Context: an optimization exercise on an open-source flow, tuned for small area. The choices shown serve that exercise and are no tape-out recipe. In this exercise RTL edits were held to simulation tests only and were not proved equivalent to the original. Power figures rest on the tool's default switching activity, not on a simulated workload.

===== flow/design.v =====
module ALU(
    input [31:0] A,
    input [31:0] B,
    input sub,
    input [2:0] f3,
    output [31:0] sum,
    output reg [31:0] res
    );
    wire [31:0] bx = B ^ {32{sub}};
    wire [32:0] s = {1'b0, A} + {1'b0, bx} + {32'b0, sub};
    assign sum = s[31:0];
    wire lt = ~s[32];
    always @(*) begin
        case (f3)
            3'b010: res = {31'b0, lt};
            3'b100: res = A ^ bx;
            3'b101: res = A >> B[4:0];
            3'b110: res = A | bx;
            3'b111: res = A & bx;
            default: res = sum;
        endcase
    end
endmodule
module Regs_0(
    input clk,
    input rst,
    input [4:0] Rs1_addr,
    input [4:0] Rs2_addr,
    input [4:0] Wt_addr,
    input [31:0] Wt_data,
    input RegWrite,
    output [31:0] Rs1_data,
    output [31:0] Rs2_data,
    output [1023:0] regs_flat
    );
    reg  [1023:32] rf;
    wire [31:1] sel1, sel2;
    genvar g, k;
    generate
        for (g = 1; g < 32; g = g + 1) begin : w
            assign sel1[g] = (Rs1_addr == g);
            assign sel2[g] = (Rs2_addr == g);
            always @(posedge clk or posedge rst) begin
                if (rst)
                    rf[32*g +: 32] <= 32'b0;
                else if (RegWrite && Wt_addr == g)
                    rf[32*g +: 32] <= Wt_data;
            end
        end
    endgenerate
    assign regs_flat = {rf, 32'b0};
    generate
        for (k = 0; k < 32; k = k + 1) begin : rd
            RegRead u1 (.sel(sel1), .q0(rf[32*1+k]),  .q1(rf[32*2+k]),  .q2(rf[32*3+k]),  .q3(rf[32*4+k]),
                        .q4(rf[32*5+k]),  .q5(rf[32*6+k]),  .q6(rf[32*7+k]),  .q7(rf[32*8+k]),
                        .q8(rf[32*9+k]),  .q9(rf[32*10+k]), .q10(rf[32*11+k]), .q11(rf[32*12+k]),
                        .q12(rf[32*13+k]), .q13(rf[32*14+k]), .q14(rf[32*15+k]), .q15(rf[32*16+k]),
                        .q16(rf[32*17+k]), .q17(rf[32*18+k]), .q18(rf[32*19+k]), .q19(rf[32*20+k]),
                        .q20(rf[32*21+k]), .q21(rf[32*22+k]), .q22(rf[32*23+k]), .q23(rf[32*24+k]),
                        .q24(rf[32*25+k]), .q25(rf[32*26+k]), .q26(rf[32*27+k]), .q27(rf[32*28+k]),
                        .q28(rf[32*29+k]), .q29(rf[32*30+k]), .q30(rf[32*31+k]), .y(Rs1_data[k]));
            RegRead u2 (.sel(sel2), .q0(rf[32*1+k]),  .q1(rf[32*2+k]),  .q2(rf[32*3+k]),  .q3(rf[32*4+k]),
                        .q4(rf[32*5+k]),  .q5(rf[32*6+k]),  .q6(rf[32*7+k]),  .q7(rf[32*8+k]),
                        .q8(rf[32*9+k]),  .q9(rf[32*10+k]), .q10(rf[32*11+k]), .q11(rf[32*12+k]),
                        .q12(rf[32*13+k]), .q13(rf[32*14+k]), .q14(rf[32*15+k]), .q15(rf[32*16+k]),
                        .q16(rf[32*17+k]), .q17(rf[32*18+k]), .q18(rf[32*19+k]), .q19(rf[32*20+k]),
                        .q20(rf[32*21+k]), .q21(rf[32*22+k]), .q22(rf[32*23+k]), .q23(rf[32*24+k]),
                        .q24(rf[32*25+k]), .q25(rf[32*26+k]), .q26(rf[32*27+k]), .q27(rf[32*28+k]),
                        .q28(rf[32*29+k]), .q29(rf[32*30+k]), .q30(rf[32*31+k]), .y(Rs2_data[k]));
        end
    endgenerate
endmodule
module RegRead(
    input [31:1] sel,
    input q0, q1, q2, q3, q4, q5, q6, q7, q8, q9, q10, q11, q12, q13, q14, q15,
    input q16, q17, q18, q19, q20, q21, q22, q23, q24, q25, q26, q27, q28, q29, q30,
    output y
    );
    wire [10:0] t;
    wire [2:0] u;
    g_a222oi a0 (.A1(sel[1]),  .A2(q0),  .B1(sel[2]),  .B2(q1),  .C1(sel[3]),  .C2(q2),  .Y(t[0]));
    g_a222oi a1 (.A1(sel[4]),  .A2(q3),  .B1(sel[5]),  .B2(q4),  .C1(sel[6]),  .C2(q5),  .Y(t[1]));
    g_a222oi a2 (.A1(sel[7]),  .A2(q6),  .B1(sel[8]),  .B2(q7),  .C1(sel[9]),  .C2(q8),  .Y(t[2]));
    g_a222oi a3 (.A1(sel[10]), .A2(q9),  .B1(sel[11]), .B2(q10), .C1(sel[12]), .C2(q11), .Y(t[3]));
    g_a222oi a4 (.A1(sel[13]), .A2(q12), .B1(sel[14]), .B2(q13), .C1(sel[15]), .C2(q14), .Y(t[4]));
    g_a222oi a5 (.A1(sel[16]), .A2(q15), .B1(sel[17]), .B2(q16), .C1(sel[18]), .C2(q17), .Y(t[5]));
    g_a222oi a6 (.A1(sel[19]), .A2(q18), .B1(sel[20]), .B2(q19), .C1(sel[21]), .C2(q20), .Y(t[6]));
    g_a222oi a7 (.A1(sel[22]), .A2(q21), .B1(sel[23]), .B2(q22), .C1(sel[24]), .C2(q23), .Y(t[7]));
    g_a222oi a8 (.A1(sel[25]), .A2(q24), .B1(sel[26]), .B2(q25), .C1(sel[27]), .C2(q26), .Y(t[8]));
    g_a222oi a9 (.A1(sel[28]), .A2(q27), .B1(sel[29]), .B2(q28), .C1(sel[30]), .C2(q29), .Y(t[9]));
    g_nand2  n10 (.A(sel[31]), .B(q30), .Y(t[10]));
    g_nand4  m0 (.A(t[0]), .B(t[1]), .C(t[2]),  .D(t[3]), .Y(u[0]));
    g_nand4  m1 (.A(t[4]), .B(t[5]), .C(t[6]),  .D(t[7]), .Y(u[1]));
    g_nand3  m2 (.A(t[8]), .B(t[9]), .C(t[10]), .Y(u[2]));
    g_or3    o  (.A(u[0]), .B(u[1]), .C(u[2]), .X(y));
endmodule
module g_nand2(input A, input B, output Y);
    assign Y = ~(A & B);
endmodule
module g_nand3(input A, input B, input C, output Y);
    assign Y = ~(A & B & C);
endmodule
module g_nand4(input A, input B, input C, input D, output Y);
    assign Y = ~(A & B & C & D);
endmodule
module g_or3(input A, input B, input C, output X);
    assign X = A | B | C;
endmodule
module g_a222oi(input A1, input A2, input B1, input B2, input C1, input C2, output Y);
    assign Y = ~((A1 & A2) | (B1 & B2) | (C1 & C2));
endmodule
module Pipeline_CPU(
    input clk,
    input rst,
    input [31: 0] inst_IF,
    input [31: 0] Data_in,
    output wire [31: 0] PC_out_EX,
    output wire [31: 0] PC_out_ID,
    output wire [31: 0] inst_ID,
    output wire [31: 0] PC_out_IF,
    output wire [31: 0] Addr_out,
    output wire [31: 0] Data_out,
    output wire [31: 0] Data_out_WB,
    output wire MemRW_Mem,
    output wire MemRW_EX,
    output wire [31:0] Reg00,
    output wire [31:0] Reg01,
    output wire [31:0] Reg02,
    output wire [31:0] Reg03,
    output wire [31:0] Reg04,
    output wire [31:0] Reg05,
    output wire [31:0] Reg06,
    output wire [31:0] Reg07,
    output wire [31:0] Reg08,
    output wire [31:0] Reg09,
    output wire [31:0] Reg10,
    output wire [31:0] Reg11,
    output wire [31:0] Reg12,
    output wire [31:0] Reg13,
    output wire [31:0] Reg14,
    output wire [31:0] Reg15,
    output wire [31:0] Reg16,
    output wire [31:0] Reg17,
    output wire [31:0] Reg18,
    output wire [31:0] Reg19,
    output wire [31:0] Reg20,
    output wire [31:0] Reg21,
    output wire [31:0] Reg22,
    output wire [31:0] Reg23,
    output wire [31:0] Reg24,
    output wire [31:0] Reg25,
    output wire [31:0] Reg26,
    output wire [31:0] Reg27,
    output wire [31:0] Reg28,
    output wire [31:0] Reg29,
    output wire [31:0] Reg30,
    output wire [31:0] Reg31
    );
    reg  [31:1] pc;             
    reg         take_M;
    reg  [31:0] x_M;
    always @(posedge clk or posedge rst) begin
        if (rst)
            pc <= 31'b0;
        else if (take_M)
            pc <= x_M[31:1];
        else
            pc <= {pc[31:2] + 30'd1, pc[1]};
    end
    reg [31:1] pc_D;
    reg [31:0] ir_D;
    always @(posedge clk or posedge rst) begin
        if (rst) begin
            pc_D <= 31'b0;
            ir_D <= 32'b0;
        end else begin
            pc_D <= pc;
            ir_D <= inst_IF;
        end
    end
    wire d_jal = ir_D[3];
    wire d_beq = ir_D[6] & ~ir_D[3];
    wire d_sw  = ir_D[5] & ~ir_D[4] & ~ir_D[6];
    wire d_R   = ir_D[5] & ir_D[4];
    wire d_I   = ~ir_D[5] & ir_D[4];
    wire d_lw  = ~ir_D[5] & ~ir_D[4];
    wire d_rw  = ~ir_D[5] | ir_D[4] | ir_D[3];
    wire [2:0] d_f3 = ir_D[14:12];
    wire d_sub = (d_R & ir_D[30] & (d_f3 == 3'b000)) | ((d_R | d_I) & (d_f3 == 3'b010));
    reg  [4:0]  wa_W;
    reg  [31:0] w_W;
    reg         rw_W;
    wire [31:0] rs1, rs2;
    wire [1023:0] regs;
    Regs_0 Regs_0 (
        .clk(clk),
        .rst(rst),
        .Rs1_addr(ir_D[19:15]),
        .Rs2_addr(ir_D[24:20]),
        .Wt_addr(wa_W),
        .Wt_data(w_W),
        .RegWrite(rw_W),
        .Rs1_data(rs1),
        .Rs2_data(rs2),
        .regs_flat(regs)
    );
    wire d_eq = (rs1 == rs2);
    reg [31:0] imm;
    always @(*) begin
        if (d_jal)
            imm = {{12{ir_D[31]}}, ir_D[19:12], ir_D[20], ir_D[30:21], 1'b0};
        else if (d_beq)
            imm = {{20{ir_D[31]}}, ir_D[7], ir_D[30:25], ir_D[11:8], 1'b0};
        else if (d_sw)
            imm = {{21{ir_D[31]}}, ir_D[30:25], ir_D[11:7]};
        else
            imm = {{21{ir_D[31]}}, ir_D[30:20]};
    end
    wire [31:0] opA = (d_beq | d_jal) ? {pc_D, 1'b0} : rs1;
    wire [31:0] opB = d_R ? rs2 : imm;
    wire [31:0] sum, alu_res;
    ALU ALU_0 (
        .A(opA),
        .B(opB),
        .sub(d_sub),
        .f3(d_f3),
        .sum(sum),
        .res(alu_res)
    );
    wire [31:0] link = {pc_D[31:2] + 30'd1, pc_D[1], 1'b0};
    wire [31:0] y_D = d_sw ? rs2 : (d_jal ? link : alu_res);
    reg [31:0] x_E, y_E;
    reg [4:0]  wa_E;
    reg        lw_E;
    reg        rw_E, sw_E, take_E;
    always @(posedge clk) begin
        x_E  <= sum;
        y_E  <= y_D;
        wa_E <= ir_D[11:7];
        lw_E <= d_lw;
    end
    always @(posedge clk or posedge rst) begin
        if (rst) begin
            rw_E   <= 1'b0;
            sw_E   <= 1'b0;
            take_E <= 1'b0;
        end else begin
            rw_E   <= d_rw;
            sw_E   <= d_sw;
            take_E <= d_jal | (d_beq & d_eq);
        end
    end
    reg [31:0] y_M;
    reg [4:0]  wa_M;
    reg        lw_M;
    reg        rw_M, sw_M;
    always @(posedge clk) begin
        x_M  <= x_E;
        y_M  <= y_E;
        wa_M <= wa_E;
        lw_M <= lw_E;
    end
    always @(posedge clk or posedge rst) begin
        if (rst) begin
            rw_M   <= 1'b0;
            sw_M   <= 1'b0;
            take_M <= 1'b0;
        end else begin
            rw_M   <= rw_E;
            sw_M   <= sw_E;
            take_M <= take_E;
        end
    end
    always @(posedge clk) begin
        w_W  <= lw_M ? Data_in : y_M;
        wa_W <= wa_M;
    end
    always @(posedge clk or posedge rst) begin
        if (rst)
            rw_W <= 1'b0;
        else
            rw_W <= rw_M;
    end
    assign PC_out_IF   = {pc, 1'b0};
    assign PC_out_ID   = {pc_D, 1'b0};
    assign inst_ID     = ir_D;
    assign PC_out_EX   = x_E;
    assign MemRW_EX    = sw_E;
    assign MemRW_Mem   = sw_M;
    assign Addr_out    = x_M;
    assign Data_out    = y_M;
    assign Data_out_WB = w_W;
    assign Reg00 = regs[32*0  +: 32];
    assign Reg01 = regs[32*1  +: 32];
    assign Reg02 = regs[32*2  +: 32];
    assign Reg03 = regs[32*3  +: 32];
    assign Reg04 = regs[32*4  +: 32];
    assign Reg05 = regs[32*5  +: 32];
    assign Reg06 = regs[32*6  +: 32];
    assign Reg07 = regs[32*7  +: 32];
    assign Reg08 = regs[32*8  +: 32];
    assign Reg09 = regs[32*9  +: 32];
    assign Reg10 = regs[32*10 +: 32];
    assign Reg11 = regs[32*11 +: 32];
    assign Reg12 = regs[32*12 +: 32];
    assign Reg13 = regs[32*13 +: 32];
    assign Reg14 = regs[32*14 +: 32];
    assign Reg15 = regs[32*15 +: 32];
    assign Reg16 = regs[32*16 +: 32];
    assign Reg17 = regs[32*17 +: 32];
    assign Reg18 = regs[32*18 +: 32];
    assign Reg19 = regs[32*19 +: 32];
    assign Reg20 = regs[32*20 +: 32];
    assign Reg21 = regs[32*21 +: 32];
    assign Reg22 = regs[32*22 +: 32];
    assign Reg23 = regs[32*23 +: 32];
    assign Reg24 = regs[32*24 +: 32];
    assign Reg25 = regs[32*25 +: 32];
    assign Reg26 = regs[32*26 +: 32];
    assign Reg27 = regs[32*27 +: 32];
    assign Reg28 = regs[32*28 +: 32];
    assign Reg29 = regs[32*29 +: 32];
    assign Reg30 = regs[32*30 +: 32];
    assign Reg31 = regs[32*31 +: 32];
endmodule

===== flow/flow/run.sh =====
#!/bin/bash
# Own layout flow: the standard flow (standard.sh) with
#  - synthesis: the standard flow's script plus hand-mapped register-file cells (see synth.tcl),
#  - the smallest buffer (buf_1) on every input and output port,
#  - clock tree without dummy loads and with small clock buffers.
# Each tool's full output stays in ORFS's logs under orfs/logs; this folder keeps
# map_gates.log and flow.log (make's output).
set -euo pipefail
W=$PWD
F=$W/flow
python3 "$F/map_gates.py" design.v design_mapped.v > map_gates.log 2>&1
export FLOW_DIR=$F FLOW_ABC_SCRIPT=$F/abc.script FLOW_SYNTH_TCL=$W/synth_recipe.tcl
bash standard.sh \
  VERILOG_FILES="$W/design_mapped.v" \
  SYNTH_SCRIPT="$F/synth.tcl" \
  "BUFFER_PORTS_ARGS=-buffer_cell sky130_fd_sc_hd__buf_1" \
  "CTS_ARGS=-sink_clustering_enable -repair_clock_nets -dont_use_dummy_load -sink_clustering_size 16 -sink_clustering_max_diameter 60 -buf_list {sky130_fd_sc_hd__clkbuf_4 sky130_fd_sc_hd__clkbuf_8}" \
  finish > flow.log 2>&1

===== flow/flow/abc.script =====
strash
dc2
dch -f
map -a

===== flow/flow/abc.script.pre_abc.il.stat =====

4. Printing statistics.

=== Pipeline_CPU ===

        +----------Local Count, excluding submodules.
        |        +-Local Area, excluding submodules.
        |        | 
     1401        - wires
     3924        - wire bits
       65        - public wires
     2527        - public wire bits
       45        - ports
     1316        - port bits
     1675 1.37E+04 cells
        1        -   Regs_0
        2   17.517   sky130_fd_sc_hd__a2111oi_0
       12   90.086   sky130_fd_sc_hd__a211oi_1
        2   17.517   sky130_fd_sc_hd__a21o_2
       98   490.47   sky130_fd_sc_hd__a21oi_1
       14  122.618   sky130_fd_sc_hd__a221oi_1
       19  142.637   sky130_fd_sc_hd__a22oi_1
       51  319.056   sky130_fd_sc_hd__a31oi_1
        1    10.01   sky130_fd_sc_hd__a32o_1
        3   26.275   sky130_fd_sc_hd__a41oi_1
        4   30.029   sky130_fd_sc_hd__and2_2
      239   897.11   sky130_fd_sc_hd__clkinv_1
      101 2.53E+03   sky130_fd_sc_hd__dfrtp_1
      177 3.54E+03   sky130_fd_sc_hd__dfxtp_1
       67  838.304   sky130_fd_sc_hd__ha_1
       32  360.346   sky130_fd_sc_hd__mux2_2
        2   20.019   sky130_fd_sc_hd__mux2i_1
      278 1.04E+03   sky130_fd_sc_hd__nand2_1
       34  170.163   sky130_fd_sc_hd__nand3_1
        9   56.304   sky130_fd_sc_hd__nand4_1
      135  506.736   sky130_fd_sc_hd__nor2_1
       18   90.086   sky130_fd_sc_hd__nor3_1
        1    7.507   sky130_fd_sc_hd__nor3b_1
        3   18.768   sky130_fd_sc_hd__nor4_1
        3   26.275   sky130_fd_sc_hd__o2111ai_1
       21  157.651   sky130_fd_sc_hd__o211ai_1
        1    7.507   sky130_fd_sc_hd__o21a_1
      213 1.07E+03   sky130_fd_sc_hd__o21ai_0
       10   87.584   sky130_fd_sc_hd__o221ai_1
       19  118.864   sky130_fd_sc_hd__o22ai_1
       12   90.086   sky130_fd_sc_hd__o31ai_1
        7   43.792   sky130_fd_sc_hd__or2_2
       12  105.101   sky130_fd_sc_hd__xnor2_1
       74  648.122   sky130_fd_sc_hd__xor2_1

   Area for cell type \Regs_0 is unknown!

   Chip area for module '\Pipeline_CPU': 13696.886400
     of which used for sequential elements: 6070.822400 (44.32%)


===== flow/flow/map_gates.py =====
#!/usr/bin/env python3
"""Replace the behavioural g_<cell> gate modules of the design with wrappers around the
sky130_fd_sc_hd__<cell>_1 library cells, so synthesis keeps the hand-built structure.
usage: map_gates.py design.v out.v"""
import re, sys

src = open(sys.argv[1]).read()
out = []
pos = 0
wrappers = []
for m in re.finditer(r'^\s*module\s+g_(\w+)\s*\((.*?)\);(.*?)^\s*endmodule\b', src, re.S | re.M):
    cell, ports = m.group(1), m.group(2)
    names = re.findall(r'\b(?:input|output)\s+(?:wire\s+)?(\w+)', ports)
    # ports given as "input A, input B, output Y"
    names = [n for n in re.findall(r'(\w+)\s*(?:,|$)', ports) if n not in ('input', 'output', 'wire')]
    out.append(src[pos:m.start()])
    conns = ', '.join(f'.{n}({n})' for n in names)
    wrappers.append(f'module g_{cell}({ports});\n  sky130_fd_sc_hd__{cell}_1 u ({conns});\nendmodule\n')
    pos = m.end()
out.append(src[pos:])
open(sys.argv[2], 'w').write(''.join(out) + '\n' + '\n'.join(wrappers))
print(f'mapped {len(wrappers)} gate modules', file=sys.stderr)

===== flow/flow/rfmux_map.v =====
// Register-file write multiplexer y = s ? b : a (a = the register's own output):
// y = o21ai(~s, ~b, nand2(~s, a)); the inverters are shared per register and per bit.
module \$_MUX_ (A, B, S, Y);
  input A, B, S;
  output Y;
  wire wen, wdn, n;
  \$_NOT_ i_s (.A(S), .Y(wen));
  \$_NOT_ i_b (.A(B), .Y(wdn));
  \sky130_fd_sc_hd__nand2_1 u_n (.A(wen), .B(A), .Y(n));
  \sky130_fd_sc_hd__o21ai_1 u_o (.A1(wen), .A2(wdn), .B1(n), .Y(Y));
endmodule

===== flow/flow/synth.tcl =====
# The standard flow's synthesis (synth_recipe.tcl), with two changes made just before ABC:
# the register file's write-enable multiplexers (left by dfflibmap in front of each
# register-file flip-flop) are mapped to nand2 + o21ai cells, and ABC runs this flow's script.
proc abc {args} {
  yosys select -set rfff {c:Regs_0.rf*}
  yosys select -set rfmux @rfff %ci1:+\[D\] %ci1:+\[Y\] t:\$_MUX_ %i
  yosys log "register-file write muxes: [llength [yosys tee -q -s result.string select -list @rfmux]]"
  yosys techmap -map $::env(FLOW_DIR)/rfmux_map.v @rfmux
  yosys opt_merge
  yosys select -clear
  set i [lsearch -exact $args -script]
  if {$i >= 0} { lset args [expr {$i + 1}] $::env(FLOW_ABC_SCRIPT) }
  yosys abc {*}$args
}
source $::env(FLOW_SYNTH_TCL)

===== flow/standard.sh =====
#!/bin/bash
# synth_recipe.tcl (not shown) runs the flow's synth.tcl, then flattens the netlist and writes it again
# the make line also repeats each setting of config.mk as NAME=value (left out here)
make -C /OpenROAD-flow-scripts/flow DESIGN_CONFIG=/design/flow/config.mk WORK_HOME=/design/flow/orfs CLKGATE_MAP_FILE= SYNTH_SCRIPT=/design/flow/synth_recipe.tcl "${@:-finish}"

===== flow/config.mk =====
export PLATFORM = sky130hd
export DESIGN_NAME = Pipeline_CPU
export DESIGN_NICKNAME = Pipeline_CPU
export VERILOG_FILES = /design/flow/design.v
export SDC_FILE = /design/flow/constraint.sdc
export NUM_CORES = 8
export LEC_CHECK = 0
export CAP_MARGIN = 20
export CORE_AREA = 4 4 456 456
export DIE_AREA = 0 0 460 460
export SLEW_MARGIN = 20

===== flow/constraint.sdc =====
create_clock -name core_clock -period 10.0 [get_ports {clk}]
set_input_delay 2.0000 -clock core_clock [delete_from_list [all_inputs] [get_ports {clk}]]
set_output_delay 2.0000 -clock core_clock [all_outputs]
set_load 0.01 [all_outputs]

==> results of run 1 <==
## report_power, final
part	internal, uW	total (uW)	leakage, uW	switching (uW)
sequential	6660	9430	0.0155	2760
clock	1210	3120	0.000978	1910
combinational	1770	7150	0.0114	5380
## kinds of logic (layout without fill, tap and decap cells)
family / count (synthesis) / after routing
multiplexers: 39 / 39
adder cells (fa/ha/maj): 67 / 67
XOR/XNOR: 82 / 82
other: 1 / 69
AND/OR/NAND/NOR: 1927 / 1927
buffers and inverters: 1315 / 1886
AO/OA/AOI/OAI: 2119 / 2119
flip-flops: 1270 / 1270
## cells in the mapped netlist (15+ instances only)
cell,n
a21oi_1,99
nor2_1,182
mux2_2,32
o21ai_0,224
o211ai_1,24
clkinv_1,288
nor3_1,46
or3_1,64
a31oi_1,47
xor2_1,63
o22ai_1,27
a22oi_1,15
o21ai_1,992
nand4_1,143
nand2_1,1352
xnor2_1,19
nand3_1,129
dfrtp_1,1093
buf_4,1027
dfxtp_1,177
ha_1,66
a222oi_1,640
## stage by stage
step                utilization, %  cells  worst slack, ns
floorplan                        -   6853            0.623
global placement              32.9   9959             1.23
detailed placement            32.9   9960             1.24
CTS                           33.8  10100             1.19
global route                  33.8  10100            0.331
finish                        33.9  10100            0.772
## state kept, by name, summed over array words and instances, names as in the netlist, 5 cells and up
name and count:
pc_D 31, w_W 32, x_M 32, ir_D 32
wa_E 5, wa_M 5, pc 31, y_M 32
y_E 32, Regs_0.rf 992, wa_W 5, x_E 32
## placed cells by master (no fill, tap or decap), drive strengths merged, types with 12 or more instances in the layout
cell type,synthesis,final
a211oi,12,12
a21oi,99,99
a222oi,640,640
a22oi,15,15
a31oi,47,47
buf,1027,1462
clkbuf,0,136
clkinv,288,281
conb,1,34
dfrtp,1093,1093
dfxtp,177,177
diode,0,35
ha,66,66
mux2,32,32
nand2,1352,1352
nand3,129,129
nand4,143,143
nor2,182,182
nor3,46,46
o211ai,24,24
o21ai,1216,1216
o22ai,27,27
or3,64,64
xnor2,19,19
xor2,63,63
## final cells by class
type | count | area (um2) | area share (%)
Sequential cell | 1270 | 30900 | 45.0
Multi-Input combinational cell | 4268 | 25100 | 36.5
Timing Repair Buffer | 1462 | 6260 | 9.12
Tap cell | 2672 | 3340 | 4.87
Clock buffer | 136 | 1870 | 2.73
Inverter | 288 | 1110 | 1.61
Antenna cell | 35 | 87.6 | 0.128
## worst paths after layout
path / from / endpoint / depth (start not counted)
min in group asynchronous: rst / ir_D[31]$_DFF_PP0_ / 2
hold / removal: y_E[7]$_DFF_P_ / y_M[7]$_DFF_P_ / 0
hold reg to reg: y_E[7]$_DFF_P_ / y_M[7]$_DFF_P_ / 0
setup / recovery: ir_D[22]$_DFF_PP0_ / y_E[0]$_DFF_P_ / 43
setup reg to reg: ir_D[22]$_DFF_PP0_ / y_E[0]$_DFF_P_ / 43
max in group asynchronous: rst / Regs_0.rf[739]$_DFFE_PP0P_ / 4
## critical path: cells and delay by family (launching register included)
| kind | cells | cell delay [ns] |
|---|---|---|
| fa+ha+maj | 1 | 0.40 |
| xor+xnor | 1 | 0.21 |
| buf+inv | 5 | 0.73 |
| simple gates | 21 | 3.81 |
| compound gates | 15 | 3.44 |
| flops | 1 | 0.43 |
## routing by layer
| layer | part of all wire [%] | vias up |
|---|---|---|
| li1 | - | 25500 |
| met3 | 14 | 1114 |
| met4 | 8.7 | 16 |
| met5 | 0.028 | - |
| met2 | 40 | 5542 |
| met1 | 37 | 31500 |
==> metrics.md, run 1 <==
| Metric | Value |
|---|---|
| First-pass GRT wire length | `551 mm` |
| Busiest grt layer | `met2` |
| Final wirelength | `418 mm` |
| Initial Util | `31.5%` |
| Cell row count | `165` |
| Leak | `0.0279 uW` |
| Peak VDD IR | `0.161 mV` |
| Fin. Hold Viols | `0` |
| Layout cell share with drive strength beyond 1 | `6.30%` |
| XOR/XNOR Fraction of Synth Area | `1.12%` |
| Area after DPL | `66700 um2` |
| PortBufs | `1281` |
| Most used cell, CP | `nor2_1` |
| Status | `complete, no violations` |
| Crit path arrival time | `10.02 ns` |
| Design area | `68600 um2` |
| Synth Warn # | `3` |
| Initial DRT Pass Iterations | `17` |
| Fmax | `0.108 GHz` |
| Pins Over Slew Limit | `0` |
| Max stage delay on crit path | `0.94 ns` |
| RD Place Congestion | `1.05` |
| Post-synthesis mux area share | `0.674%` |
| Die Area | `212000 um2` |
| DRT antenna net count | `0` |
| Reg clk slew, reported paths | `0.08 ns` |
| Number of fill cells | `21400` |
| Main area contributors after synthesis | `dfrtp_1 (43%), buf_4 (12%), a222oi_1 (10%)` |
| Hpwl dp | `325 mm` |
| CP startpoint kind | `flop` |
| Worst reg-to-reg setup slack | `0.77 ns` |
| Clock Tree Root | `clkbuf_8` |
| Crit share post-route | `92.3%` |
| Ys flop type | `dfrtp_1` |
| Cell variety after synth | `40` |
| Syn avg cell area | `9.36 um2` |
| Final #Nets | `7559` |
| Tmin final | `9.23 ns` |
| DRC violations left | `0` |
| Mapped cell area | `63900 um2` |
| Clock skew | `0.103 ns` |
| Pwr Total | `19700 uW` |
| Ports | `1316` |
| Hold buffer count at CTS | `0` |
| Max transition margin | `13.0%` |
| Largest family of logic cells by synthesized area | `compound AO/OA/AOI/OAI gates` |
| Complex-gate fraction of the synthesized area | `22.2%` |
| 1st-iter DRT viols | `15000` |
| Met3 global-route usage | `15.9%` |
| Max H-tree Level | `4` |
| Synth Instances | `6820` |
| Total congestion overflow | `0` |
| Final setup fails | `0` |
| Vias | `63700` |
| Initial antenna violation count | `55` |
| CP required | `10.79 ns` |
| Width of the die | `460 um` |
| P per Cell Area | `287 nW/um2` |
| Met2 GRT Util | `53.0%` |
| CTS tree | `yes` |
| Final hold slack | `0.298 ns` |
| CP max stage cell | `nor3_2` |
| CP endpoint kind | `flop` |
| Worst Setup Path Type | `reg2reg` |
| Yosys top cell area share | `42.8%` |
| Min-Delay Path Class | `reg2reg` |
| Total GRT Usage | `38.0%` |
| CTS max path bufs | `3` |
| Sequential area share after synthesis | `48.4%` |
| Max-cap viol count | `0` |
| Post-synth ARST share | `86.1%` |
| Number of CTS-inserted buffers | `136` |
| Setup bufs post-CTS | `0` |
| Synth Register Bits | `1270` |
| Synth area leader | `dfrtp_1` |
| CP max FO | `9` |
| Post-synth EDFFs | `0` |
| Via-per-instance ratio | `6.28` |
| DIE HEIGHT | `460 um` |
| Worst-Margin Slew | `1.27 ns` |
| M1 GR Usage | `47.5%` |
| Drt wl/cell | `41.3 um` |
| Setup TNS | `0 ns` |
| Post-CTS sizing | `0` |
| Number of global-route vias before repair | `58300` |
| Core area | `203000 um2` |
| Clk sinks | `1270` |
| Post-Synth Simple-Gate Area | `12.5%` |
| Synthesis-to-finish area growth | `7.49%` |
| Largest net degree at the start of global routing | `192` |
| RSZ-0062 raised after global routing | `no` |
| Post-Synth Adder-Cell Area | `1.32%` |
| Skew-Pair Late Insertion Delay | `1.00 ns` |
==> inputs of run 2 (changes only) <==
--- a/flow/design.v
+++ b/flow/design.v
@@ -4,21 +4,43 @@
     input sub,
     input [2:0] f3,
+    input sel_st,              
+    input sel_link,            
+    input [31:0] st,
+    input [31:0] link,
     output [31:0] sum,
-    output reg [31:0] res
+    output [31:0] y
     );
     wire [31:0] bx = B ^ {32{sub}};
-    wire [32:0] s = {1'b0, A} + {1'b0, bx} + {32'b0, sub};
-    assign sum = s[31:0];
-    wire lt = ~s[32];
+    wire [31:0] p = A ^ bx;
+    wire [31:0] g = A & bx;
+    reg [31:0] G, P;
+    integer i, l;
     always @(*) begin
-        case (f3)
-            3'b010: res = {31'b0, lt};
-            3'b100: res = A ^ bx;
-            3'b101: res = A >> B[4:0];
-            3'b110: res = A | bx;
-            3'b111: res = A & bx;
-            default: res = sum;
-        endcase
+        G = g;
+        P = p;
+        G[0] = g[0] | (p[0] & sub);
+        for (l = 1; l <= 5; l = l + 1)
+            for (i = (1 << l) - 1; i < 32; i = i + (1 << l)) begin
+                G[i] = G[i] | (P[i] & G[i - (1 << (l - 1))]);
+                P[i] = P[i] & P[i - (1 << (l - 1))];
+            end
+        for (l = 4; l >= 1; l = l - 1)
+            for (i = 3 * (1 << (l - 1)) - 1; i < 32; i = i + (1 << l)) begin
+                G[i] = G[i] | (P[i] & G[i - (1 << (l - 1))]);
+                P[i] = P[i] & P[i - (1 << (l - 1))];
+            end
     end
+    wire [31:0] c = {G[30:0], sub};
+    assign sum = p ^ c;
+    wire lt = ~G[31];
+    wire [31:0] sh = A >> B[4:0];
+    wire base   = ~sel_st & ~sel_link;
+    wire s_sum  = base & ~f3[2] & ~f3[1];
+    wire s_lt   = base & ~f3[2] & f3[1];
+    wire s_p    = base & f3[2] & ~f3[0];       
+    wire s_g    = base & f3[2] & f3[1];        
+    wire s_sh   = base & f3[2] & ~f3[1] & f3[0];
+    assign y = ({32{s_sum}} & sum) | ({32{s_p}} & p) | ({32{s_g}} & g) | ({32{s_sh}} & sh)
+             | ({32{sel_st}} & st) | ({32{sel_link}} & link) | {31'b0, s_lt & lt};
 endmodule
 module Regs_0(
@@ -219,5 +241,6 @@
     wire [31:0] opA = (d_beq | d_jal) ? {pc_D, 1'b0} : rs1;
     wire [31:0] opB = d_R ? rs2 : imm;
-    wire [31:0] sum, alu_res;
+    wire [31:0] sum, y_D;
+    wire [31:0] link = {pc_D[31:2] + 30'd1, pc_D[1], 1'b0};
     ALU ALU_0 (
         .A(opA),
@@ -225,9 +248,11 @@
         .sub(d_sub),
         .f3(d_f3),
+        .sel_st(d_sw),
+        .sel_link(d_jal),
+        .st(rs2),
+        .link(link),
         .sum(sum),
-        .res(alu_res)
+        .y(y_D)
     );
-    wire [31:0] link = {pc_D[31:2] + 30'd1, pc_D[1], 1'b0};
-    wire [31:0] y_D = d_sw ? rs2 : (d_jal ? link : alu_res);
     reg [31:0] x_E, y_E;
     reg [4:0]  wa_E;
--- a/flow/flow/run.sh
+++ b/flow/flow/run.sh
@@ -3,7 +3,5 @@
 #  - synthesis: the standard flow's script plus hand-mapped register-file cells (see synth.tcl),
 #  - the smallest buffer (buf_1) on every input and output port,
-#  - clock tree without dummy loads and with small clock buffers.
-# Each tool's full output stays in ORFS's logs under orfs/logs; this folder keeps
-# map_gates.log and flow.log (make's output).
+#  - clock tree without dummy loads and with small clock buffers,
 set -euo pipefail
 W=$PWD
@@ -15,4 +13,5 @@
   SYNTH_SCRIPT="$F/synth.tcl" \
   "BUFFER_PORTS_ARGS=-buffer_cell sky130_fd_sc_hd__buf_1" \
+  "PLACE_PINS_ARGS=-min_distance 1 -min_distance_in_tracks" \
   "CTS_ARGS=-sink_clustering_enable -repair_clock_nets -dont_use_dummy_load -sink_clustering_size 16 -sink_clustering_max_diameter 60 -buf_list {sky130_fd_sc_hd__clkbuf_4 sky130_fd_sc_hd__clkbuf_8}" \
   finish > flow.log 2>&1
==> flow/flow/abc.script.v4_pre.il.stat (new file) <==

4. Printing statistics.

=== Pipeline_CPU ===

        +----------Local Count, excluding submodules.
        |        +-Local Area, excluding submodules.
        |        | 
     5392        - wires
     6830        - wire bits
     2076        - public wires
     3453        - public wire bits
       45        - ports
     1316        - port bits
     5625 5.59E+04 cells
        4   35.034   sky130_fd_sc_hd__a2111oi_0
       11   82.579   sky130_fd_sc_hd__a211oi_1
       50   250.24   sky130_fd_sc_hd__a21oi_1
       15  131.376   sky130_fd_sc_hd__a221oi_1
      640 6.41E+03   sky130_fd_sc_hd__a222oi_1
       22  165.158   sky130_fd_sc_hd__a22oi_1
        1    8.758   sky130_fd_sc_hd__a311oi_1
        6   37.536   sky130_fd_sc_hd__a31oi_1
        1    7.507   sky130_fd_sc_hd__and2_2
       11   82.579   sky130_fd_sc_hd__and3_2
      242  908.371   sky130_fd_sc_hd__clkinv_1
     1093 2.74E+04   sky130_fd_sc_hd__dfrtp_1
      177 3.54E+03   sky130_fd_sc_hd__dfxtp_1
       16  320.307   sky130_fd_sc_hd__fa_1
       94 1.18E+03   sky130_fd_sc_hd__ha_1
       32  360.346   sky130_fd_sc_hd__mux2_2
       10  100.096   sky130_fd_sc_hd__mux2i_1
     1319 4.95E+03   sky130_fd_sc_hd__nand2_1
      123   615.59   sky130_fd_sc_hd__nand3_1
      131  819.536   sky130_fd_sc_hd__nand4_1
      149  559.286   sky130_fd_sc_hd__nor2_1
       35  175.168   sky130_fd_sc_hd__nor3_1
        8   50.048   sky130_fd_sc_hd__nor4_1
        6    52.55   sky130_fd_sc_hd__o2111ai_1
       35  262.752   sky130_fd_sc_hd__o211ai_1
        2   15.014   sky130_fd_sc_hd__o21a_1
      199  995.955   sky130_fd_sc_hd__o21ai_0
      992 4.96E+03   sky130_fd_sc_hd__o21ai_1
        1    7.507   sky130_fd_sc_hd__o21bai_1
        2   22.522   sky130_fd_sc_hd__o221a_2
       24  210.202   sky130_fd_sc_hd__o221ai_1
        1    10.01   sky130_fd_sc_hd__o22a_2
       23  143.888   sky130_fd_sc_hd__o22ai_1
        2   15.014   sky130_fd_sc_hd__o31ai_1
       21  131.376   sky130_fd_sc_hd__or2_2
       64  400.384   sky130_fd_sc_hd__or3_1
       40  350.336   sky130_fd_sc_hd__xnor2_1
       23  201.443   sky130_fd_sc_hd__xor2_1

   Chip area for module '\Pipeline_CPU': 55921.132800
     of which used for sequential elements: 30894.630400 (55.25%)

==> flow/flow/synth.tcl (replaced) <==
# The standard flow's synthesis script (synth_recipe.tcl), run with three changes:
#  - yosys synth is called without ORFS's -extra-map (Kogge-Stone adders), so adders use
#    Yosys's default Brent-Kung carry lookahead;
#  - just before ABC, the register file's write-enable multiplexers (left by dfflibmap in
#    front of each register-file flip-flop) are mapped to nand2 + o21ai cells;
#  - ABC runs this flow's script (abc.script).
# Everything else (including -nofsm -noshare, flattening and renaming) is the standard flow's.
proc abc {args} {
  yosys select -set rfff {c:Regs_0.rf*}
  yosys select -set rfmux @rfff %ci1:+\[D\] %ci1:+\[Y\] t:\$_MUX_ %i
  yosys techmap -map $::env(FLOW_DIR)/rfmux_map.v @rfmux
  yosys opt_merge
  yosys select -clear
  set i [lsearch -exact $args -script]
  if {$i >= 0} { lset args [expr {$i + 1}] $::env(FLOW_ABC_SCRIPT) }
  yosys abc {*}$args
}
set f [open $::env(FLOW_SYNTH_TCL)]
set lines [split [read $f] "\n"]
close $f
if {![string match "proc synth *yosys synth -nofsm -noshare*" [lindex $lines 0]]} {
  error "unexpected first line in synth_recipe.tcl: [lindex $lines 0]"
}
proc synth {args} {
  set i [lsearch -exact $args -extra-map]
  if {$i >= 0} { set args [lreplace $args $i [expr {$i + 1}]] }
  yosys synth -nofsm -noshare {*}$args
}
eval [join [lrange $lines 1 end] "\n"]
--- a/flow/config.mk
+++ b/flow/config.mk
@@ -7,5 +7,5 @@
 export LEC_CHECK = 0
 export CAP_MARGIN = 20
-export CORE_AREA = 4 4 456 456
-export DIE_AREA = 0 0 460 460
+export CORE_AREA = 4 4 336 336
+export DIE_AREA = 0 0 340 340
 export SLEW_MARGIN = 20
==> metrics.md, run 2 <==
| Metric | Value |
|---|---|
| Pwr Total | `19100 uW (-3.0%)` |
| CTS max path bufs | `3 (unchanged)` |
| Ys flop type | `dfrtp_1` |
| Max stage delay on crit path | `0.72 ns (-0.22 ns)` |
| M1 GR Usage | `65.9% (+18 points)` |
| Hold buffer count at CTS | `0 (unchanged)` |
| Mapped cell area | `62700 um2 (-1.8%)` |
| Vias | `62000 (-2.6%)` |
| Synth Register Bits | `1270 (unchanged)` |
| PortBufs | `1281 (unchanged)` |
| Most used cell, CP | `nand2_1` |
| RSZ-0062 raised after global routing | `no` |
| Synthesis-to-finish area growth | `4.22%` |
| Post-CTS sizing | `0 (unchanged)` |
| Count leader, synth | `nand2_1` |
| Synth cell count leaders | `nand2_1 (1362), dfrtp_1 (1093), buf_4 (1027), o21ai_1 (992), a222oi_1 (640)` |
| Max transition margin | `26.2% (+13 points)` |
| Clock skew | `0.100 ns (-0.00245 ns)` |
| DRT antenna net count | `0 (unchanged)` |
| DRC violations left | `0 (unchanged)` |
| Fin. Hold Viols | `0 (unchanged)` |
| Via-per-instance ratio | `7.22 (+15%)` |
| Max H-tree Level | `3 (-1)` |
| Number of CTS-inserted buffers | `106 (-22%)` |
| Main area contributors after synthesis | `dfrtp_1 (44%), buf_4 (12%), a222oi_1 (10%)` |
| Peak VDD IR | `0.217 mV (+35%)` |
| Most flops, register | `Regs_0.rf` |
| Setup bufs post-CTS | `0 (unchanged)` |
| Initial antenna violation count | `44 (-20%)` |
| Design area | `65300 um2 (-4.8%)` |
| Final wirelength | `324 mm (-23%)` |
| Number of global-route vias before repair | `56400 (-3.3%)` |
| Max FFs per register | `992 (unchanged)` |
| Skew-Pair Late Insertion Delay | `0.85 ns (-0.15 ns)` |
| Most frequent cells in the layout | `nand2_1 (1340), buf_1 (1281), dfrtp_1 (1092)` |
| CTS tree | `yes` |
| P per Cell Area | `292 nW/um2 (+1.9%)` |
| Drt wl/cell | `37.7 um (-8.6%)` |
| Met3 global-route usage | `24.4% (+8.5 points)` |
| Clock Tree Root | `clkbuf_8` |
| Crit path arrival time | `9.57 ns (-0.45 ns)` |
| Leak | `0.0272 uW (-2.5%)` |
| Width of the die | `340 um (-26%)` |
| Pins Over Slew Limit | `0 (unchanged)` |
| DIE HEIGHT | `340 um (-26%)` |
| Reg clk slew, reported paths | `0.10 ns (+0.02 ns)` |
| Clk sinks | `1270 (unchanged)` |
| Hpwl dp | `229 mm (-30%)` |
| Met2 GRT Util | `72.4% (+19 points)` |
| First-pass GRT wire length | `447 mm (-19%)` |
| Sequential area share after synthesis | `49.3% (+0.91 points)` |
| Yosys top cell area share | `43.6% (+0.80 points)` |
| Setup TNS | `0 ns (unchanged)` |
| Cell row count | `121 (-27%)` |
| RD Place Congestion | `1.11 (+5.7%)` |
| Final #Nets | `7231 (-4.3%)` |
| Initial DRT Pass Iterations | `20 (+3)` |
| CP startpoint kind | `flop` |
| Ports | `1316 (unchanged)` |
| Worst Setup Path Type | `reg2reg` |
| Tmin final | `8.88 ns (-0.353 ns)` |
| Worst-Margin Slew | `1.11 ns (-0.160 ns)` |
| Number of fill cells | `9826 (-54%)` |
| Initial Util | `57.4% (+26 points)` |
| Min-Delay Path Class | `reg2reg` |
| Synth Warn # | `3 (unchanged)` |
| Largest net degree at the start of global routing | `159 (-17%)` |
| Synth Instances | `6521 (-4.4%)` |
| Layout cell share with drive strength beyond 1 | `6.04% (-0.26 points)` |
| Most common cell after layout, fill and taps aside | `nand2_1` |
| Max-cap viol count | `0 (unchanged)` |
| Post-synth EDFFs | `0 (unchanged)` |
| Total congestion overflow | `0 (unchanged)` |
| Busiest grt layer | `met2` |
| Syn avg cell area | `9.61 um2 (+2.7%)` |
| Total GRT Usage | `54.1% (+16 points)` |
| Fmax | `0.113 GHz (+4.0%)` |
| Status | `complete, no violations` |
| Area after DPL | `63700 um2 (-4.4%)` |
| CP endpoint kind | `flop` |
| Die Area | `116000 um2 (-45%)` |
| Cell variety after synth | `37 (-7.5%)` |
| Post-synth ARST share | `86.1% (unchanged)` |
| Synth area leader | `dfrtp_1` |
| Core area | `109000 um2 (-46%)` |
| Crit share post-route | `88.8% (-3.5 points)` |
| CP max FO | `25 (+16)` |
| CP max stage cell | `clkinv_1` |
| 1st-iter DRT viols | `16300 (+8.2%)` |
| CP required | `10.69 ns (-0.10 ns)` |
| Final setup fails | `0 (unchanged)` |
## run 2: worst paths after layout
| kind | slack [ns] | cells past startpoint | from | end |
|---|---|---|---|---|
| max in group asynchronous | 6.41 | 4 | rst | Regs_0.rf[48]$_DFFE_PP0P_ |
| min reg2reg | 0.30 | 0 | y_E[2]$_DFF_P_ | y_M[2]$_DFF_P_ |
| min | 0.30 | 0 | y_E[2]$_DFF_P_ | y_M[2]$_DFF_P_ |
| max | 1.12 | 40 | ir_D[19]$_DFF_PP0_ | y_E[30]$_DFF_P_ |
| max reg2reg | 1.12 | 40 | ir_D[19]$_DFF_PP0_ | y_E[30]$_DFF_P_ |
| min in group asynchronous | 1.24 | 2 | rst | Regs_0.rf[75]$_DFFE_PP0P_ |
## run 2: critical path, delay by kind of cell, from the launching register on
family / cells / cell delay [ns]
adder cells (fa/ha/maj): 2 / 0.78
flip-flops: 1 / 0.33
AO/OA/AOI/OAI: 13 / 2.80
buffers and inverters: 3 / 1.32
AND/OR/NAND/NOR: 22 / 3.52
## run 2: power by group
group          internal [uW]  total, uW  switching, uW
clock network            941       2630           1690
registers               6790       9590           2800
logic                   1920       6870           4950
## run 2: kinds of logic (layout without fill, tap and decap cells)
logic type	count (synthesis)	in the layout	share of synthesized area, %
AND/OR/NAND/NOR	1851	1851	12.3
adder cells (fa/ha/maj)	78	78	1.75
AO/OA/AOI/OAI	1981	1981	21.5
buffers and inverters	1227	1758	13.5
flip-flops	1270	1270	49.3
XOR/XNOR	79	79	1.10
other	1	55	0.00598
multiplexers	34	34	0.607
## run 2: area by class of cell
class	instances	area, um2	area share, %
Sequential cell	1270	30900	47.3
Multi-Input combinational cell	4057	24000	36.8
Timing Repair Buffer	1452	6280	9.61
Tap cell	1476	1850	2.83
Clock buffer	106	1460	2.23
Inverter	200	777	1.19
Antenna cell	21	52.6	0.0805
## run 2: per-layer routing
layer | vias up | share of wire [%] | wire length [um]
li1 | 24400 | - | -
met1 | 29200 | 33 | 106000
met2 | 6566 | 39 | 125000
met3 | 1813 | 17 | 54100
met4 | 30 | 12 | 38000
met5 | - | 0.14 | 440
## run 2: metrics by stage
stage | instances | hold WS (ns) | setup slack, ns | utilization [%]
floorplan | 6554 | 0.310 | 0.0628 | -
global placement | 8447 | 0.310 | 1.57 | 58.3
detailed placement | 8451 | 0.313 | 1.40 | 58.4
CTS | 8557 | 0.295 | 1.40 | 59.7
global route | 8569 | 0.298 | 0.760 | 59.8
finish | 8582 | 0.303 | 1.12 | 59.8
==> inputs of run 3 (changes only) <==
--- a/flow/design.v
+++ b/flow/design.v
@@ -6,4 +6,5 @@
     input sel_st,              
     input sel_link,            
+    input sel_zero,            
     input [31:0] st,
     input [31:0] link,
@@ -11,7 +12,30 @@
     output [31:0] y
     );
+    wire [31:0] p, g;
+    wire cout;
+    AddSub u_add (.A(A), .B(B), .sub(sub), .p(p), .g(g), .sum(sum), .cout(cout));
+    wire lt = ~cout;
+    wire [31:0] sh = A >> B[4:0];
+    wire base   = ~sel_st & ~sel_link & ~sel_zero;
+    wire s_sum  = base & ~f3[2] & ~f3[1];
+    wire s_lt   = base & ~f3[2] & f3[1];
+    wire s_p    = base & f3[2] & ~f3[0];       
+    wire s_g    = base & f3[2] & f3[1];        
+    wire s_sh   = base & f3[2] & ~f3[1] & f3[0];
+    assign y = ({32{s_sum}} & sum) | ({32{s_p}} & p) | ({32{s_g}} & g) | ({32{s_sh}} & sh)
+             | ({32{sel_st}} & st) | ({32{sel_link}} & link) | {31'b0, s_lt & lt};
+endmodule
+module AddSub(
+    input [31:0] A,
+    input [31:0] B,
+    input sub,
+    output [31:0] p,
+    output [31:0] g,
+    output [31:0] sum,
+    output cout
+    );
     wire [31:0] bx = B ^ {32{sub}};
-    wire [31:0] p = A ^ bx;
-    wire [31:0] g = A & bx;
+    assign p = A ^ bx;
+    assign g = A & bx;
     reg [31:0] G, P;
     integer i, l;
@@ -31,16 +55,6 @@
             end
     end
-    wire [31:0] c = {G[30:0], sub};
-    assign sum = p ^ c;
-    wire lt = ~G[31];
-    wire [31:0] sh = A >> B[4:0];
-    wire base   = ~sel_st & ~sel_link;
-    wire s_sum  = base & ~f3[2] & ~f3[1];
-    wire s_lt   = base & ~f3[2] & f3[1];
-    wire s_p    = base & f3[2] & ~f3[0];       
-    wire s_g    = base & f3[2] & f3[1];        
-    wire s_sh   = base & f3[2] & ~f3[1] & f3[0];
-    assign y = ({32{s_sum}} & sum) | ({32{s_p}} & p) | ({32{s_g}} & g) | ({32{s_sh}} & sh)
-             | ({32{sel_st}} & st) | ({32{sel_link}} & link) | {31'b0, s_lt & lt};
+    assign sum = p ^ {G[30:0], sub};
+    assign cout = G[31];
 endmodule
 module Regs_0(
@@ -250,4 +264,5 @@
         .sel_st(d_sw),
         .sel_link(d_jal),
+        .sel_zero(d_lw),
         .st(rs2),
         .link(link),
@@ -298,5 +313,5 @@
     end
     always @(posedge clk) begin
-        w_W  <= lw_M ? Data_in : y_M;
+        w_W  <= y_M | ({32{lw_M}} & Data_in);    
         wa_W <= wa_M;
     end
--- a/flow/flow/run.sh
+++ b/flow/flow/run.sh
@@ -2,4 +2,5 @@
 # Own layout flow: the standard flow (standard.sh) with
 #  - synthesis: the standard flow's script plus hand-mapped register-file cells (see synth.tcl),
+#    with ABC mapping all adders (no full/half-adder cell extraction),
 #  - the smallest buffer (buf_1) on every input and output port,
 #  - clock tree without dummy loads and with small clock buffers,
@@ -12,4 +13,6 @@
   VERILOG_FILES="$W/design_mapped.v" \
   SYNTH_SCRIPT="$F/synth.tcl" \
+  ADDER_MAP_FILE= \
+  SYNTH_KEEP_MODULES=AddSub \
   "BUFFER_PORTS_ARGS=-buffer_cell sky130_fd_sc_hd__buf_1" \
   "PLACE_PINS_ARGS=-min_distance 1 -min_distance_in_tracks" \
==> flow/flow/abc.script (replaced) <==
strash
dc2
dc2
dch -f
amap
==> flow/flow/adder.script (new file) <==
strash
dch -f
map -D 3000
--- a/flow/flow/synth.tcl
+++ b/flow/flow/synth.tcl
@@ -1,8 +1,9 @@
-# The standard flow's synthesis script (synth_recipe.tcl), run with three changes:
+# The standard flow's synthesis script (synth_recipe.tcl), run with these changes:
 #  - yosys synth is called without ORFS's -extra-map (Kogge-Stone adders), so adders use
 #    Yosys's default Brent-Kung carry lookahead;
 #  - just before ABC, the register file's write-enable multiplexers (left by dfflibmap in
 #    front of each register-file flip-flop) are mapped to nand2 + o21ai cells;
-#  - ABC runs this flow's script (abc.script).
+#  - ABC runs this flow's script (abc.script), and adder.script on the adder module
+#    (AddSub, kept apart by SYNTH_KEEP_MODULES) so that it stays fast.
 # Everything else (including -nofsm -noshare, flattening and renaming) is the standard flow's.
 proc abc {args} {
@@ -13,6 +14,13 @@
   yosys select -clear
   set i [lsearch -exact $args -script]
-  if {$i >= 0} { lset args [expr {$i + 1}] $::env(FLOW_ABC_SCRIPT) }
-  yosys abc {*}$args
+  if {![catch {yosys tee -q -s result.string select -list AddSub} r] && $r ne ""} {
+    # the adder, kept as its own module (SYNTH_KEEP_MODULES), is mapped for speed
+    set a $args
+    lset a [expr {$i + 1}] $::env(FLOW_DIR)/adder.script
+    yosys abc {*}$a AddSub
+    yosys select -clear
+  }
+  lset args [expr {$i + 1}] $::env(FLOW_ABC_SCRIPT)
+  yosys abc {*}$args $::env(DESIGN_NAME)
 }
 set f [open $::env(FLOW_SYNTH_TCL)]
removed: flow/flow/abc.script.pre_abc.il.stat
removed: flow/flow/abc.script.v4_pre.il.stat
==> metrics.md, run 3 <==
| Metric | Value |
|---|---|
| M1 WL | `107 mm (+0.68%)` |
| Peak VDD IR | `0.174 mV (-20%)` |
| Crit path arrival time | `9.06 ns (-0.51 ns)` |
| WL met3 | `59.0 mm (+9.1%)` |
| Synth Register Bits | `1270 (unchanged)` |
| Metal2 WL | `128 mm (+2.6%)` |
| Largest net degree at the start of global routing | `164 (+3.1%)` |
| Worst-Margin Slew | `1.26 ns (+0.144 ns)` |
| Count leader, synth | `nand2_1` |
| Total congestion overflow | `0 (unchanged)` |
| Tmin final | `8.36 ns (-0.519 ns)` |
| Post-synth EDFFs | `0 (unchanged)` |
| Pins Over Slew Limit | `0 (unchanged)` |
| Layout cell share with drive strength beyond 1 | `5.39% (-0.66 points)` |
| CTS tree | `yes` |
| Worst reg-to-reg setup slack | `1.64 ns (+0.52 ns)` |
| Crit share post-route | `83.6% (-5.2 points)` |
| Reg2reg end | `y_E[0]$_DFF_P_` |
| Width of the die | `340 um (unchanged)` |
| Via-per-instance ratio | `7.29 (+0.98%)` |
| Final #Nets | `7106 (-1.7%)` |
| Worst Setup Slack, final | `1.64 ns (+0.519 ns)` |
| Main area contributors after synthesis | `dfrtp_1 (44%), buf_4 (12%), a222oi_1 (11%)` |
| Pre-CTS setup slack | `2.04 ns (+0.637 ns)` |
| Most used cell, CP | `clkinv_1` |
| Final setup fails | `0 (unchanged)` |
| CTS max path bufs | `3 (unchanged)` |
| CP startpoint kind | `flop` |
| Yosys top cell area share | `44.0% (+0.33 points)` |
| Reg2reg start | `ir_D[20]$_DFF_PP0_` |
| Leak | `0.0267 uW (-1.8%)` |
| Multi-input gate area | `23500 um2 (-2.1%)` |
| Status | `complete, no violations` |
| Setup TNS | `0 ns (unchanged)` |
| Max stage delay on crit path | `0.71 ns (about the same)` |
| Max FFs per register | `992 (unchanged)` |
| First-pass GRT wire length | `454 mm (+1.7%)` |
| Number of fill cells | `9713 (-1.2%)` |
| Initial antenna violation count | `49 (+11%)` |
| Skew-Pair Late Insertion Delay | `0.90 ns (+0.05 ns)` |
| Hold buffer count at CTS | `0 (unchanged)` |
| Synthesis-to-finish area growth | `4.03%` |
| Max transition margin | `15.4% (-11 points)` |
| Most common cell after layout, fill and taps aside | `buf_1` |
| PortBufs | `1281 (unchanged)` |
| Setup bufs post-CTS | `0 (unchanged)` |
| Ports | `1316 (unchanged)` |
| Sequential area share after synthesis | `49.7% (+0.37 points)` |
| Hpwl dp | `230 mm (+0.19%)` |
| Cell row count | `121 (unchanged)` |
| Synth Warn # | `3 (unchanged)` |
| Initial DRT Pass Iterations | `19 (-5.0%)` |
| 1st-iter DRT viols | `17400 (+6.9%)` |
| Clock skew | `0.115 ns (+0.0145 ns)` |
| Final Util | `59.3% (-0.55 points)` |
| Reg clk slew, reported paths | `0.06 ns (-0.04 ns)` |
| Die Area | `116000 um2 (unchanged)` |
| Ys flop type | `dfrtp_1` |
| RD Place Congestion | `1.08 (-2.5%)` |
| Synth area leader | `dfrtp_1` |
| Fin. Hold Viols | `0 (unchanged)` |
| Drt wl/cell | `38.8 um (+2.8%)` |
| Clock Tree Root | `clkbuf_8` |
| Post-CTS sizing | `0 (unchanged)` |
| Syn avg cell area | `9.60 um2 (about the same)` |
| Post-synth ARST share | `86.1% (unchanged)` |
| DRC violations left | `0 (unchanged)` |
| Sequential cell area | `30900 um2 (about the same)` |
| Area after DPL | `63100 um2 (-0.91%)` |
| RSZ-0062 raised after global routing | `no` |
| Launch point of the worst path | `ir_D[20]$_DFF_PP0_` |
| Max-cap viol count | `0 (unchanged)` |
| Most frequent cells in the layout | `buf_1 (1281), nand2_1 (1196), dfrtp_1 (1092)` |
| Vias | `62400 (+0.58%)` |
| CP max stage cell | `a2111oi_0` |
| Max H-tree Level | `3 (unchanged)` |
| Initial Util | `57.0% (-0.43 points)` |
| Number of global-route vias before repair | `55800 (-1.1%)` |
| Cell variety after synth | `50 (+35%)` |
| Number of CTS-inserted buffers | `108 (+1.9%)` |
| Worst Setup Path Type | `reg2reg` |
| Clk sinks | `1270 (unchanged)` |
| Pwr Total | `19100 uW (+0.22%)` |
| Mapped cell area | `62200 um2 (-0.74%)` |
| Fmax | `0.120 GHz (+6.2%)` |
| Design area | `64700 um2 (-0.92%)` |
| DIE HEIGHT | `340 um (unchanged)` |
| Min-Delay Path Class | `reg2reg` |
| CP endpoint kind | `flop` |
| Most flops, register | `Regs_0.rf` |
| Core area | `109000 um2 (unchanged)` |
| Reg2Reg Depth | `30 (-25%)` |
| Total GRT Usage | `55.2% (+1.1 points)` |
| Final wirelength | `332 mm (+2.4%)` |
| CP max FO | `32 (+28%)` |
| Synth Instances | `6479 (-0.64%)` |
| P per Cell Area | `296 nW/um2 (+1.1%)` |
| Worst Setup EP | `y_E[0]$_DFF_P_` |
| CP required | `10.71 ns (+0.02 ns)` |
| DRT antenna net count | `0 (unchanged)` |
| Synth cell count leaders | `nand2_1 (1196), dfrtp_1 (1093), buf_4 (1028), o21ai_1 (992), a222oi_1 (668)` |
| Highest Signal Layer | `met5` |
-- run 3: cell count changes in the layout (fill, tap and decap cells not counted), sizes merged, moves of 24 or more --
cell	previous run	this run
nor2	128	240
ha	62	0
a21o	0	32
o21ai	1142	1074
or2	1	31
mux2	32	0
o31ai	1	33
nand4	138	162
o22ai	14	76
nand3	109	72
a22oi	35	11
o22a	0	36
nand2	1362	1196
a222oi	640	668
-- run 3: routing by layer --
metal / vias to the layer above / GRT usage (%)
met5: - / 2.29
met4: 36 / 44.8
li1: 24500 / -
met3: 1771 / 28.2
met2: 6630 / 73.7
met1: 29400 / 65.9
-- run 3: area by class of cell --
| cell class | instances | share of cell area (%) |
|---|---|---|
| repair buffers | 1446 | 9.47 |
| inverters | 195 | 1.17 |
| well taps | 1476 | 2.85 |
| flip-flops and latches | 1270 | 47.7 |
| diodes | 34 | 0.131 |
| clock buffers | 108 | 2.30 |
| multi-input cells | 4019 | 36.3 |
-- run 3: worst max-delay path, delay by kind of cell (launching register included) --
family | cells | cell delay, ns
buffers and inverters | 8 | 1.61
AND/OR/NAND/NOR | 11 | 2.89
XOR/XNOR | 1 | 0.30
flip-flops | 1 | 0.60
AO/OA/AOI/OAI | 10 | 2.80
-- run 3: power breakdown --
part           internal, uW  switching [uW]  total [uW]
clock                   957            1730        2690
sequential             6800            2340        9140
combinational          1900            5410        7310
-- run 3: worst min path at each step --
stage | endpoint | depth (start not counted) | start | slack, ns
2_1_floorplan | lw_M$_DFF_P_ | 0 | lw_E$_DFF_P_ | 0.31
3_3_place_gp | lw_M$_DFF_P_ | 0 | lw_E$_DFF_P_ | 0.31
3_5_place_dp | y_M[12]$_DFF_P_ | 0 | y_E[12]$_DFF_P_ | 0.31
4_1_cts | y_M[31]$_DFF_P_ | 0 | y_E[31]$_DFF_P_ | 0.31
5_1_grt | y_M[31]$_DFF_P_ | 0 | y_E[31]$_DFF_P_ | 0.30
6_report | wa_W[3]$_DFF_P_ | 0 | wa_M[3]$_DFF_P_ | 0.30
-- run 3: Yosys stat by module, one instance, submodules excluded --
module / area [um2] / times used / cells inside / flip-flops and latches
Pipeline_CPU: 60600 / 1 / 6174 / 1270
AddSub: 1590 / 1 / 305 / 0
-- run 3: logic make-up (layout without fill, tap and decap cells) --
| logic type | count (synthesis) | after routing | share of synthesized area (%) |
|---|---|---|---|
| AO/OA/AOI/OAI | 2083 | 2083 | 23.3 |
| other | 1 | 68 | 0.00603 |
| flip-flops | 1270 | 1270 | 49.7 |
| buffers and inverters | 1223 | 1749 | 13.6 |
| XOR/XNOR | 71 | 71 | 1.00 |
| AND/OR/NAND/NOR | 1831 | 1831 | 12.5 |
-- run 3: through the flow --
| step | hold slack, ns | cells |
|---|---|---|
| floorplan | 0.310 | 6512 |
| global placement | 0.311 | 8404 |
| detailed placement | 0.312 | 8406 |
| CTS | 0.307 | 8514 |
| global route | 0.304 | 8522 |
| finish | 0.299 | 8548 |
==> inputs of run 4 (changes only) <==
--- a/flow/design.v
+++ b/flow/design.v
@@ -86,4 +86,7 @@
     endgenerate
     assign regs_flat = {rf, 32'b0};
+    wire [31:0] rd1n, rd2n;
+    assign Rs1_data = ~rd1n;
+    assign Rs2_data = ~rd2n;
     generate
         for (k = 0; k < 32; k = k + 1) begin : rd
@@ -95,5 +98,5 @@
                         .q20(rf[32*21+k]), .q21(rf[32*22+k]), .q22(rf[32*23+k]), .q23(rf[32*24+k]),
                         .q24(rf[32*25+k]), .q25(rf[32*26+k]), .q26(rf[32*27+k]), .q27(rf[32*28+k]),
-                        .q28(rf[32*29+k]), .q29(rf[32*30+k]), .q30(rf[32*31+k]), .y(Rs1_data[k]));
+                        .q28(rf[32*29+k]), .q29(rf[32*30+k]), .q30(rf[32*31+k]), .yn(rd1n[k]));
             RegRead u2 (.sel(sel2), .q0(rf[32*1+k]),  .q1(rf[32*2+k]),  .q2(rf[32*3+k]),  .q3(rf[32*4+k]),
                         .q4(rf[32*5+k]),  .q5(rf[32*6+k]),  .q6(rf[32*7+k]),  .q7(rf[32*8+k]),
@@ -103,5 +106,5 @@
                         .q20(rf[32*21+k]), .q21(rf[32*22+k]), .q22(rf[32*23+k]), .q23(rf[32*24+k]),
                         .q24(rf[32*25+k]), .q25(rf[32*26+k]), .q26(rf[32*27+k]), .q27(rf[32*28+k]),
-                        .q28(rf[32*29+k]), .q29(rf[32*30+k]), .q30(rf[32*31+k]), .y(Rs2_data[k]));
+                        .q28(rf[32*29+k]), .q29(rf[32*30+k]), .q30(rf[32*31+k]), .yn(rd2n[k]));
         end
     endgenerate
@@ -111,5 +114,5 @@
     input q0, q1, q2, q3, q4, q5, q6, q7, q8, q9, q10, q11, q12, q13, q14, q15,
     input q16, q17, q18, q19, q20, q21, q22, q23, q24, q25, q26, q27, q28, q29, q30,
-    output y
+    output yn
     );
     wire [10:0] t;
@@ -129,5 +132,5 @@
     g_nand4  m1 (.A(t[4]), .B(t[5]), .C(t[6]),  .D(t[7]), .Y(u[1]));
     g_nand3  m2 (.A(t[8]), .B(t[9]), .C(t[10]), .Y(u[2]));
-    g_or3    o  (.A(u[0]), .B(u[1]), .C(u[2]), .X(y));
+    g_nor3   o  (.A(u[0]), .B(u[1]), .C(u[2]), .Y(yn));
 endmodule
 module g_nand2(input A, input B, output Y);
@@ -140,6 +143,6 @@
     assign Y = ~(A & B & C & D);
 endmodule
-module g_or3(input A, input B, input C, output X);
-    assign X = A | B | C;
+module g_nor3(input A, input B, input C, output Y);
+    assign Y = ~(A | B | C);
 endmodule
 module g_a222oi(input A1, input A2, input B1, input B2, input C1, input C2, output Y);
--- a/flow/config.mk
+++ b/flow/config.mk
@@ -7,5 +7,5 @@
 export LEC_CHECK = 0
 export CAP_MARGIN = 20
-export CORE_AREA = 4 4 336 336
-export DIE_AREA = 0 0 340 340
+export CORE_AREA = 4 4 376 376
+export DIE_AREA = 0 0 380 380
 export SLEW_MARGIN = 20
==> metrics.md, run 4 <==
| Metric | Value |
|---|---|
| Synth area leader | `dfrtp_1` |
| DRT antenna net count | `0 (unchanged)` |
| DRC violations left | `0 (unchanged)` |
| Initial Util | `45.2% (-12 points)` |
| Crit share post-route | `92.2% (+8.6 points)` |
| CTS max path bufs | `3 (unchanged)` |
| Final Util | `47.6% (-12 points)` |
| Final wirelength | `352 mm (+6.1%)` |
| RD Place Congestion | `1.09 (+0.71%)` |
| DIE HEIGHT | `380 um (+12%)` |
| Min-Delay Path Class | `reg2reg` |
| Max H-tree Level | `3 (unchanged)` |
| Post-CTS sizing | `0 (unchanged)` |
| Total GRT Usage | `46.6% (-8.6 points)` |
| Setup bufs post-CTS | `0 (unchanged)` |
| Ports | `1316 (unchanged)` |
| Clock Tree Root | `clkbuf_8` |
| Peak VDD IR | `0.184 mV (+5.5%)` |
| Synth Warn # | `3 (unchanged)` |
| Design area | `65500 um2 (+1.2%)` |
| Pins Over Slew Limit | `0 (unchanged)` |
| Fin. Hold Viols | `0 (unchanged)` |
| Max stage delay on crit path | `1.13 ns (+0.42 ns)` |
| Cell row count | `136 (+12%)` |
| CP endpoint kind | `flop` |
| Final #Nets | `7163 (+0.80%)` |
| Ys flop type | `dfrtp_1` |
| Setup TNS | `0 ns (unchanged)` |
| Synthesis-to-finish area growth | `5.37%` |
| Most frequent cells in the layout | `buf_1 (1281), nand2_1 (1216), dfrtp_1 (1092)` |
| Largest net degree at the start of global routing | `164 (unchanged)` |
| Max FFs per register | `992 (unchanged)` |
| Pwr Total | `19400 uW (+1.6%)` |
| Final setup fails | `0 (unchanged)` |
| P per Cell Area | `297 nW/um2 (+0.41%)` |
| Max transition margin | `13.6% (-1.8 points)` |
| Status | `complete, no violations` |
| Syn avg cell area | `9.58 um2 (-0.24%)` |
| Main area contributors after synthesis | `dfrtp_1 (44%), buf_4 (12%), a222oi_1 (11%)` |
| Worst Setup Path Type | `reg2reg` |
| Initial antenna violation count | `20 (-59%)` |
| Yosys top cell area share | `44.0% (+0.053 points)` |
| Hold buffer count at CTS | `0 (unchanged)` |
| Initial DRT Pass Iterations | `17 (-2)` |
| Fmax | `0.109 GHz (-9.3%)` |
| Via-per-instance ratio | `6.90 (-5.5%)` |
| CP required | `10.76 ns (+0.05 ns)` |
| Synth Register Bits | `1270 (unchanged)` |
| Most common cell after layout, fill and taps aside | `buf_1` |
==> run 4: cell count changes after synthesis, sizes merged, moves of 6 or more <==
cell     delta
nor3       +62
nor2       -11
o221ai      +6
a22o       -10
a2111oi     +6
nand2      +21
a222oi      -9
clkinv     -10
or3        -62
==> run 4: metal layers <==
metal,up-vias,track usage (%),share of wire [%]
li1,24600,-,-
met1,29700,58.7,36
met3,1275,21.5,16
met5,-,4.13,0.26
met4,30,27.6,8.0
met2,5727,64.9,40
==> run 4: area by class of cell <==
type / instances / area share, %
antenna: 11 / 0.0420
tap: 1794 / 3.43
timing repair buffer: 1488 / 9.93
clock buffer: 115 / 2.42
sequential: 1270 / 47.2
multi-input combinational: 4037 / 35.9
inverter: 185 / 1.10
==> run 4: final timing paths <==
check	from	to	slack, ns	cells after the start
worst min-delay path	y_E[31]$_DFF_P_	y_M[31]$_DFF_P_	0.31	0
worst max-delay path	ir_D[20]$_DFF_PP0_	y_E[0]$_DFF_P_	0.78	31
min in group asynchronous	rst	Regs_0.rf[273]$_DFFE_PP0P_	1.22	2
max in group asynchronous	rst	pc[4]$_DFF_PP0_	6.62	4
worst max register to register	ir_D[20]$_DFF_PP0_	y_E[0]$_DFF_P_	0.78	31
worst min register to register	y_E[31]$_DFF_P_	y_M[31]$_DFF_P_	0.31	0
==> run 4: critical path: cells and delay by family, from the launching register on <==
kind,cells,cell delay [ns]
buffers and inverters,6,1.35
AO/OA/AOI/OAI,12,3.76
AND/OR/NAND/NOR,13,3.41
flip-flops,1,0.58
==> run 4: where the power goes <==
part | total [uW] | switching (uW) | internal, uW
logic | 7140 | 5240 | 1910
clock network | 2780 | 1770 | 1010
registers | 9520 | 2720 | 6800
total | 19400 | 9720 | 9720
==> run 4: logic make-up (layout without fill, tap and decap cells) <==
kind of cell	Yosys count	after routing	share of synthesized area, %
AOI/OAI and AO/OA	2083	2083	23.2
and+or+nand+nor	1849	1849	12.5
DFF	1270	1270	49.7
buffers and inverters	1213	1788	13.5
xor gates and xnor gates	71	71	1.00
other	1	45	0.00603
==> run 4: per-module statistics from Yosys, one instance, submodules excluded <==
| module | cells | cell area (um2) | flops+latches |
|---|---|---|---|
| AddSub | 305 | 1590 | 0 |
| Pipeline_CPU | 6182 | 60500 | 1270 |
==> run 4: stage by stage <==
step	hold WS [ns]	setup slack, ns	std cells
2_1_floorplan	0.310	1.14	6520
3_3_place_gp	0.311	1.45	8771
3_5_place_dp	0.312	1.36	8773
4_1_cts	0.306	1.38	8888
5_1_grt	0.313	0.476	8890
6_report	0.306	0.784	8900

-- separate check: timing with driven ports --
In the flow no input, the clock included, has a driving cell. The finished layouts below were timed again as built, in two steps.
Step 1 assumes that a clkbuf_16 drives the clock port and a buf_2 every other input.
Step 2 also shifts input and output timing later by t, the mid clock arrival at the registers, as if the neighbouring blocks saw the same clock.
a / b / c = no drivers / after step 1 / after step 2; a / b = the first two.
| run | t (ns) | setup slack, ns |
|---|---|---|
| run 1 | 1.045 | 0.772 / 0.772 / 0.772 |
| run 2 | 0.883 | 1.125 / 1.125 / 1.125 |
| run 3 | 0.918 | 1.644 / 1.644 / 1.644 |
| run 4 | 0.954 | 0.784 / 0.784 / 0.784 |
After both steps every run listed still meets setup and hold.
